From an optimization exercise on the open Yosys and OpenROAD flow, aimed at small area; shortcuts taken in it are not production practice. Function was checked by simulation only, so behaviour that the tests miss may differ from the original. Power and IR drop assume default switching activity. The clock port is modelled as an ideal driver; clocking choices that lean on that would not hold on a real chip.

==> inputs of run E <==
## rv32i_core
module rv32i_core (
    input  logic Rst,
    input  logic Clk,
    output logic [31:0] imem_addr,
    input  logic [31:0] imem_rdata,
    output logic        dmem_re,
    output logic        dmem_we,
    output logic [1:0]  dmem_size,
    output logic [31:0] dmem_addr,
    output logic [31:0] dmem_wdata,
    input  logic [31:0] dmem_rdata,
    output logic        retire_valid,
    output logic [31:0] retire_pc,
    output logic        retire_we,
    output logic [4:0]  retire_rd,
    output logic [31:0] retire_wdata
);
Settings: LEC_CHECK=0, ABC_AREA=1, CAP_MARGIN=20, CORE_MARGIN=2, CORE_UTILIZATION=65, PLACE_DENSITY=0.8, SETUP_SLACK_MARGIN=0.5, SLEW_MARGIN=20; clock period 15.0 ns.
standard.sh (not shown) runs the stock make flow with config.mk's settings and CLKGATE_MAP_FILE= SYNTH_SCRIPT=/design/flow/synth_recipe.tcl, a recipe that flattens the netlist after the stock synthesis.
==> flow/flow/run.sh <==
#!/bin/bash
# Layout flow: the standard ORFS flow with three changes.
#  1. Synthesis is the standard synthesis (same passes, same registers)
#     but Yosys's abc call uses an area-oriented ABC script (flow/area.abc)
#     without a delay target.
#  2. Ports are buffered with the smallest buffer (buf_1).
#  3. CTS clusters more sinks per clock buffer and inserts no dummy loads.
set -euo pipefail
H=$(pwd)
VARS=(
  "SYNTH_SCRIPT=$H/flow/my_synth.tcl"
  "BUFFER_PORTS_ARGS=-buffer_cell sky130_fd_sc_hd__buf_1"
  "CTS_ARGS=-sink_clustering_enable -repair_clock_nets -dont_use_dummy_load -sink_clustering_size 32 -sink_clustering_max_diameter 100 -root_buf sky130_fd_sc_hd__clkbuf_8 -tree_buf sky130_fd_sc_hd__clkbuf_8"
)
bash standard.sh "${VARS[@]}" synth > synth.log 2>&1
bash standard.sh "${VARS[@]}" finish > layout.log 2>&1
==> flow/flow/area.abc <==
strash
&get -n
&deepsyn -J 50
&dch -f
&nf -R 1000
&put
==> flow/flow/my_synth.tcl <==
# The standard synthesis (synth_recipe.tcl), with Yosys's abc call given an
# area-oriented ABC script and no delay target.
proc synth {args} { yosys synth -nofsm -noshare {*}$args }
set ::my_abc_script [file join [file dirname [file normalize [info script]]] area.abc]
proc abc {args} {
  set out {}
  set skip 0
  foreach a $args {
    if {$skip} { set skip 0; continue }
    if {$a in {-script -constr -D}} { set skip 1; continue }
    lappend out $a
  }
  yosys abc -script $::my_abc_script {*}$out
}
source $::env(SCRIPTS_DIR)/synth.tcl
# left out here: clear keep_hierarchy, flatten, clean up, hide names made inside functions, write 1_2_yosys.v
==> run C: changes against run E <==
==> flow/design.v (replaced) <==
module rv32i_core (
    input  logic Rst,
    input  logic Clk,
    output logic [31:0] imem_addr,
    input  logic [31:0] imem_rdata,
    output logic        dmem_re,
    output logic        dmem_we,
    output logic [1:0]  dmem_size,
    output logic [31:0] dmem_addr,
    output logic [31:0] dmem_wdata,
    input  logic [31:0] dmem_rdata,
    output logic        retire_valid,
    output logic [31:0] retire_pc,
    output logic        retire_we,
    output logic [4:0]  retire_rd,
    output logic [31:0] retire_wdata
);
    logic [4:0]  cnt;      
    logic [1:0]  fr;       
    logic        clr;      
    logic [31:2] pc;
    logic [31:0] adr, dat;
    logic        c;        
    logic        flag;     
    logic [4:0]  k;        
    wire [31:0] I = imem_rdata;
    wire [2:0]  f3 = I[14:12];
    wire [4:0]  rs1 = I[19:15];
    wire [4:0]  rs2 = I[24:20];
    wire [4:0]  rd  = I[11:7];
    wire is_ld    = ~I[6] & ~I[4] & ~I[5];
    wire is_st    = ~I[6] & ~I[4] &  I[5];
    wire is_br    =  I[6] & ~I[2];
    wire is_jalr  =  I[6] &  I[2] & ~I[3];
    wire is_jal   =  I[6] &  I[3];
    wire is_u     = ~I[6] &  I[4] &  I[2];
    wire is_lui   = is_u &  I[5];
    wire is_auipc = is_u & ~I[5];
    wire is_alu   = ~I[6] &  I[4] & ~I[2];
    wire is_op    = is_alu & I[5];
    wire is_sh    = is_alu & ~f3[1] & f3[0];
    wire is_slt   = is_alu & ~f3[2] & f3[1];
    wire is_calc  = is_alu & ~is_sh & ~is_slt;    
    wire left     = ~f3[2];
    wire [1:0] lastfr = (is_sh | (is_slt & is_op)) ? 2'd3 :
                        ((is_calc & ~is_op) | is_u | is_jal) ? 2'd1 : 2'd2;
    wire f1   = (fr == 2'd0) & ~clr;
    wire f2   = (fr == 2'd1);
    wire f3r  = (fr == 2'd2);
    wire pf   = (fr == lastfr) & ~clr;
    wire c0   = (cnt == 5'd0);
    wire c31  = (cnt == 5'd31);
    always_ff @(posedge Clk or posedge Rst)
        if (Rst) begin
            cnt <= 5'd0;
            fr  <= 2'd0;
            clr <= 1'b1;
        end else begin
            cnt <= cnt + 5'd1;
            if (c31) begin
                clr <= 1'b0;
                fr  <= (clr | pf) ? 2'd0 : fr + 2'd1;
            end
        end
    logic [31:0] rb0;                       
    logic        wbit;
    wire use_rs2 = is_sh ? (fr == 2'd0) : (fr == 2'd1);
    wire [4:0] ra = use_rs2 ? rs2 : rs1;
    wire r = rb0[ra];
    wire rf_we = (f1 & ((is_calc & ~is_op) | is_u | is_jal)) |
                 (f2 & ((is_calc & is_op) | (is_slt & ~is_op) | is_ld | is_jalr)) |
                 (f3r & (is_sh | is_slt));
    wire wb = wbit & ~clr;
    assign rb0[0] = 1'b0;
    for (genvar i = 1; i < 32; i++) begin : g_reg
        logic [31:0] q;
        wire sel = clr | (rf_we & (rd == i));
        always_ff @(posedge Clk)
            q <= {sel ? wb : q[0], q[31:1]};
        assign rb0[i] = q[0];
    end
    wire [31:0] pcw  = {pc, 2'b00};
    wire        pcbit = pcw[cnt];
    wire        four  = (cnt == 5'd2);
    wire [31:0] immI = {{20{I[31]}}, I[31:20]};
    wire [31:0] immS = {{20{I[31]}}, I[31:25], I[11:7]};
    wire [31:0] immB = {{19{I[31]}}, I[31], I[7], I[30:25], I[11:8], 1'b0};
    wire [31:0] immU = {I[31:12], 12'b0};
    wire [31:0] immJ = {{11{I[31]}}, I[31], I[19:12], I[20], I[30:21], 1'b0};
    wire [31:0] immv = is_u ? immU : is_st ? immS : is_br ? immB : is_jal ? immJ : immI;
    wire imm = immv[cnt];
    logic a, b, sub;
    always_comb begin
        a = pcbit;
        b = four;
        sub = 1'b0;
        if (f1) begin
            a   = (is_lui | is_sh) ? 1'b0 : (is_auipc | is_jal) ? pcbit : r;
            b   = is_jal ? four : is_op ? r : imm;
            sub = is_slt | (is_sh & left);
        end else if (f2 & ~pf & (is_alu | is_br)) begin
            a   = dat[0];
            b   = r;
            sub = is_slt | is_br | ((f3 == 3'b000) & I[30]);
        end else if (pf) begin
            b   = (is_jal | (is_br & flag)) ? imm : four;
        end
    end
    wire bx   = b ^ sub;
    wire cin  = c0 ? sub : c;
    wire sum  = a ^ bx ^ cin;
    wire cout = (a & bx) | (a & cin) | (bx & cin);
    logic res;
    always_comb
        case ({is_alu, f3})
            4'b1100: res = a ^ b;
            4'b1110: res = a | b;
            4'b1111: res = a & b;
            default: res = sum;
        endcase
    wire cmpf = (f1 & is_slt & ~is_op) | (f2 & ((is_slt & is_op) | is_br));
    wire acc  = ~c0 & flag;
    wire neq  = acc | sum;
    wire lt_u = ~cout;
    wire lt_s = (a ^ b) ? a : sum;
    wire taken = f3[0] ^ (f3[2] ? (f3[1] ? lt_u : lt_s) : ~neq);
    wire sltv  = f3[0] ? lt_u : lt_s;
    wire kz  = (k == 5'd0);
    wire tap = adr[k];
    wire ldin = f3[1] | (f3[0] ? ~cnt[4] : (cnt[4:3] == 2'b00));
    wire ldbit = c0 ? dmem_rdata[0] : ldin ? dat[0] : (~f3[2] & dat[31]);
    wire shbit = (left & kz) ? r : tap;
    always_comb
        if (f1) wbit = res;
        else if (f2 & is_calc) wbit = res;
        else if (is_slt) wbit = c0 & flag;
        else if (is_jalr) wbit = sum;
        else if (is_ld) wbit = ldbit;
        else wbit = shbit;
    logic dat_in;
    always_comb
        if (f1 & (is_op | is_br)) dat_in = r;          
        else if (f2 & is_st) dat_in = r;               
        else if (f1 & is_ld) dat_in = 1'b0;            
        else dat_in = wbit;
    logic adr_in;
    always_comb
        if (clr) adr_in = 1'b0;
        else if (is_sh & f2) adr_in = ~left & r;
        else if (is_sh & f3r) adr_in = left ? r : (I[30] & adr[31]);
        else if ((f2 & is_st) | (~f1 & is_jalr)) adr_in = adr[0];
        else adr_in = sum;
    wire dat_ld = f2 & is_ld & c0;
    always_ff @(posedge Clk) begin
        c   <= cout;
        adr <= {adr_in, adr[31:1]};
        dat <= {dat_in | (dat_ld & dmem_rdata[0]), dat[31:1] | ({31{dat_ld}} & dmem_rdata[31:1])};
        if (cmpf) flag <= c31 ? (is_br ? taken : sltv) : neq;
        if (f1 & is_sh & (cnt < 5'd5)) k <= {sum, k[4:1]};
        if (c31 & (pf | clr)) pc <= {adr_in, adr[31:3]};
    end
    assign imem_addr    = pcw;
    assign dmem_re      = f2 & is_ld & c0;
    assign dmem_we      = pf & is_st & c0;
    assign dmem_size    = f3[1:0];
    assign dmem_addr    = adr;
    assign dmem_wdata   = dat;
    assign retire_valid = pf & c0;
    assign retire_pc    = pcw;
    assign retire_we    = ~is_br & ~is_st & (rd != 5'd0);
    assign retire_rd    = rd;
    assign retire_wdata = dat;
endmodule
==> flow/flow/run.sh (replaced) <==
#!/bin/bash
# Standard ORFS layout with two changes: ports are buffered with the smallest
# buffer (buf_1) instead of clkdlybuf4s50_1, and CTS clusters more sinks per
# clock buffer and inserts no dummy loads.
set -euo pipefail
bash standard.sh \
  "BUFFER_PORTS_ARGS=-buffer_cell sky130_fd_sc_hd__buf_1" \
  "CTS_ARGS=-sink_clustering_enable -repair_clock_nets -dont_use_dummy_load -sink_clustering_size 25 -sink_clustering_max_diameter 100" \
  finish > standard_flow.log 2>&1
--- a/flow/config.mk
+++ b/flow/config.mk
@@ -6,9 +6,8 @@
 export NUM_CORES = 8
 export LEC_CHECK = 0
 export ABC_AREA = 1
 export CAP_MARGIN = 20
 export CORE_MARGIN = 2
-export CORE_UTILIZATION = 65
-export PLACE_DENSITY = 0.8
+export CORE_UTILIZATION = 40
 export SETUP_SLACK_MARGIN = 0.5
 export SLEW_MARGIN = 20
removed: flow/flow/area.abc
removed: flow/flow/my_synth.tcl
==> run D: changes against run E <==
--- a/flow/design.v
+++ b/flow/design.v
@@ -163,17 +163,17 @@
         if (cmpf) flag <= c31 ? (is_br ? taken : ~cout) : neq;
         else if (pf & c0) flag <= is_jal | is_jalr | (is_br & flag);
         if (f1 & is_sh & (cnt < 5'd5)) k <= {sum, k[4:1]};
         if (pcsh) pc <= {npc, pc[31:3]};
     end
-    assign imem_addr    = {pc, cnt[1:0]};
+    assign imem_addr    = {pc, 2'b00};
     assign dmem_re      = f2 & is_ld & c0;
     assign dmem_we      = pf & is_st & c0;
     assign dmem_size    = f3[1:0];
     assign dmem_addr    = adr;
     assign dmem_wdata   = dat;
     assign retire_valid = pf & c0;
-    assign retire_pc    = {pc, cnt[1:0]};
+    assign retire_pc    = {pc, 2'b00};
     assign retire_we    = ~is_br & ~is_st & (rd != 5'd0);
     assign retire_rd    = rd;
     assign retire_wdata = dat;
 endmodule
--- a/flow/flow/run.sh
+++ b/flow/flow/run.sh
@@ -8,9 +8,9 @@
 set -euo pipefail
 H=$(pwd)
 VARS=(
   "SYNTH_SCRIPT=$H/flow/my_synth.tcl"
   "BUFFER_PORTS_ARGS=-buffer_cell sky130_fd_sc_hd__buf_1"
-  "CTS_ARGS=-sink_clustering_enable -repair_clock_nets -dont_use_dummy_load -sink_clustering_size 32 -sink_clustering_max_diameter 100 -root_buf sky130_fd_sc_hd__clkbuf_8 -tree_buf sky130_fd_sc_hd__clkbuf_8"
+  "CTS_ARGS=-sink_clustering_enable -repair_clock_nets -dont_use_dummy_load -sink_clustering_size 30 -sink_clustering_max_diameter 100 -root_buf sky130_fd_sc_hd__clkbuf_8 -tree_buf sky130_fd_sc_hd__clkbuf_8"
 )
 bash standard.sh "${VARS[@]}" synth > synth.log 2>&1
 bash standard.sh "${VARS[@]}" finish > layout.log 2>&1
--- a/flow/config.mk
+++ b/flow/config.mk
@@ -6,9 +6,8 @@
 export NUM_CORES = 8
 export LEC_CHECK = 0
 export ABC_AREA = 1
 export CAP_MARGIN = 20
 export CORE_MARGIN = 2
-export CORE_UTILIZATION = 65
-export PLACE_DENSITY = 0.8
+export CORE_UTILIZATION = 40
 export SETUP_SLACK_MARGIN = 0.5
 export SLEW_MARGIN = 20
==> comparison table <==
| item | run E | run D | run C |
|---|---|---|---|
| Average via count per standard cell | 5.034 | 4.293 | 4.367 |
| Adder and majority gate portion of the synthesized area | 0.005709 | 0.005708 | 0.004513 |
| Result of the run | complete, no violations | complete, no violations | complete, no violations |
| Area fraction in and, or, nand and nor cells after synthesis | 0.02505 | 0.02505 | 0.06134 |
| Source-to-sink clock delay at the later pin of the worst-skew pair | 690 ps | 730 ps | 610 ps |
| Xor-xnor portion of the synthesized cell area | 0.001723 | 0.001722 | 0.0006581 |
| Number of non-clock buffers | 237 | 235 | 233 |
| Via count | 11680 | 11380 | 12770 |
| Part of the Yosys area used for sequential elements | 0.8828 | 0.8826 | 0.8431 |
| Inst Count DP | 2274 | 2604 | 2868 |
| Syn avg cell area | 15.97 um2 | 15.96 um2 | 14.23 um2 |
| WP data required | 15570 ps | 15580 ps | 12000 ps |
| Starting density of the core | 0.6578 | 0.4038 | 0.4041 |
| Std-Cell Rows | 72 | 92 | 94 |
| Total half-perimeter wirelength after legalization and detailed placement | 32020 um | 28110 um | 30230 um |
| Cell count after synthesis | 1592 | 1593 | 1871 |
| Power attributed to the clock group | 1.24 mW | 1.28 mW | 1.40 mW |
| Cell Area, Placed | 26430 um2 | 26850 um2 | 27920 um2 |

[static timing again, ports no longer ideal]
How much do the figures lean on ideal ports? The routed layouts below were timed once more, with nothing changed but the port constraints. Step 1 assumes that a clkbuf_16 drives the clock port and a buf_2 every other input. Step 2 also shifts input and output timing later by t, the mid clock arrival at the registers, as if the neighbouring blocks saw the same clock. Three values: no drivers, after step 1, after step 2; two values: the first two.
| run | t, ns | setup slack, ns | worst setup path after step 2 | worst slew at a driven data input, ns |
|---|---|---|---|---|
| run E | 0.722 | 4.316 / 4.309 / 3.587 | input to register | 0.10 |
| run C | 0.632 | 6.732 / 6.701 / 6.701 | input to output | 0.09 |
| run D | 0.732 | 4.664 / 4.646 / 3.914 | input to register | 0.09 |
After both steps every run listed still meets setup and hold. For run D, which loses most, drivers alone change the setup slack by -0.018 ns; drivers and shift together by -0.750 ns.
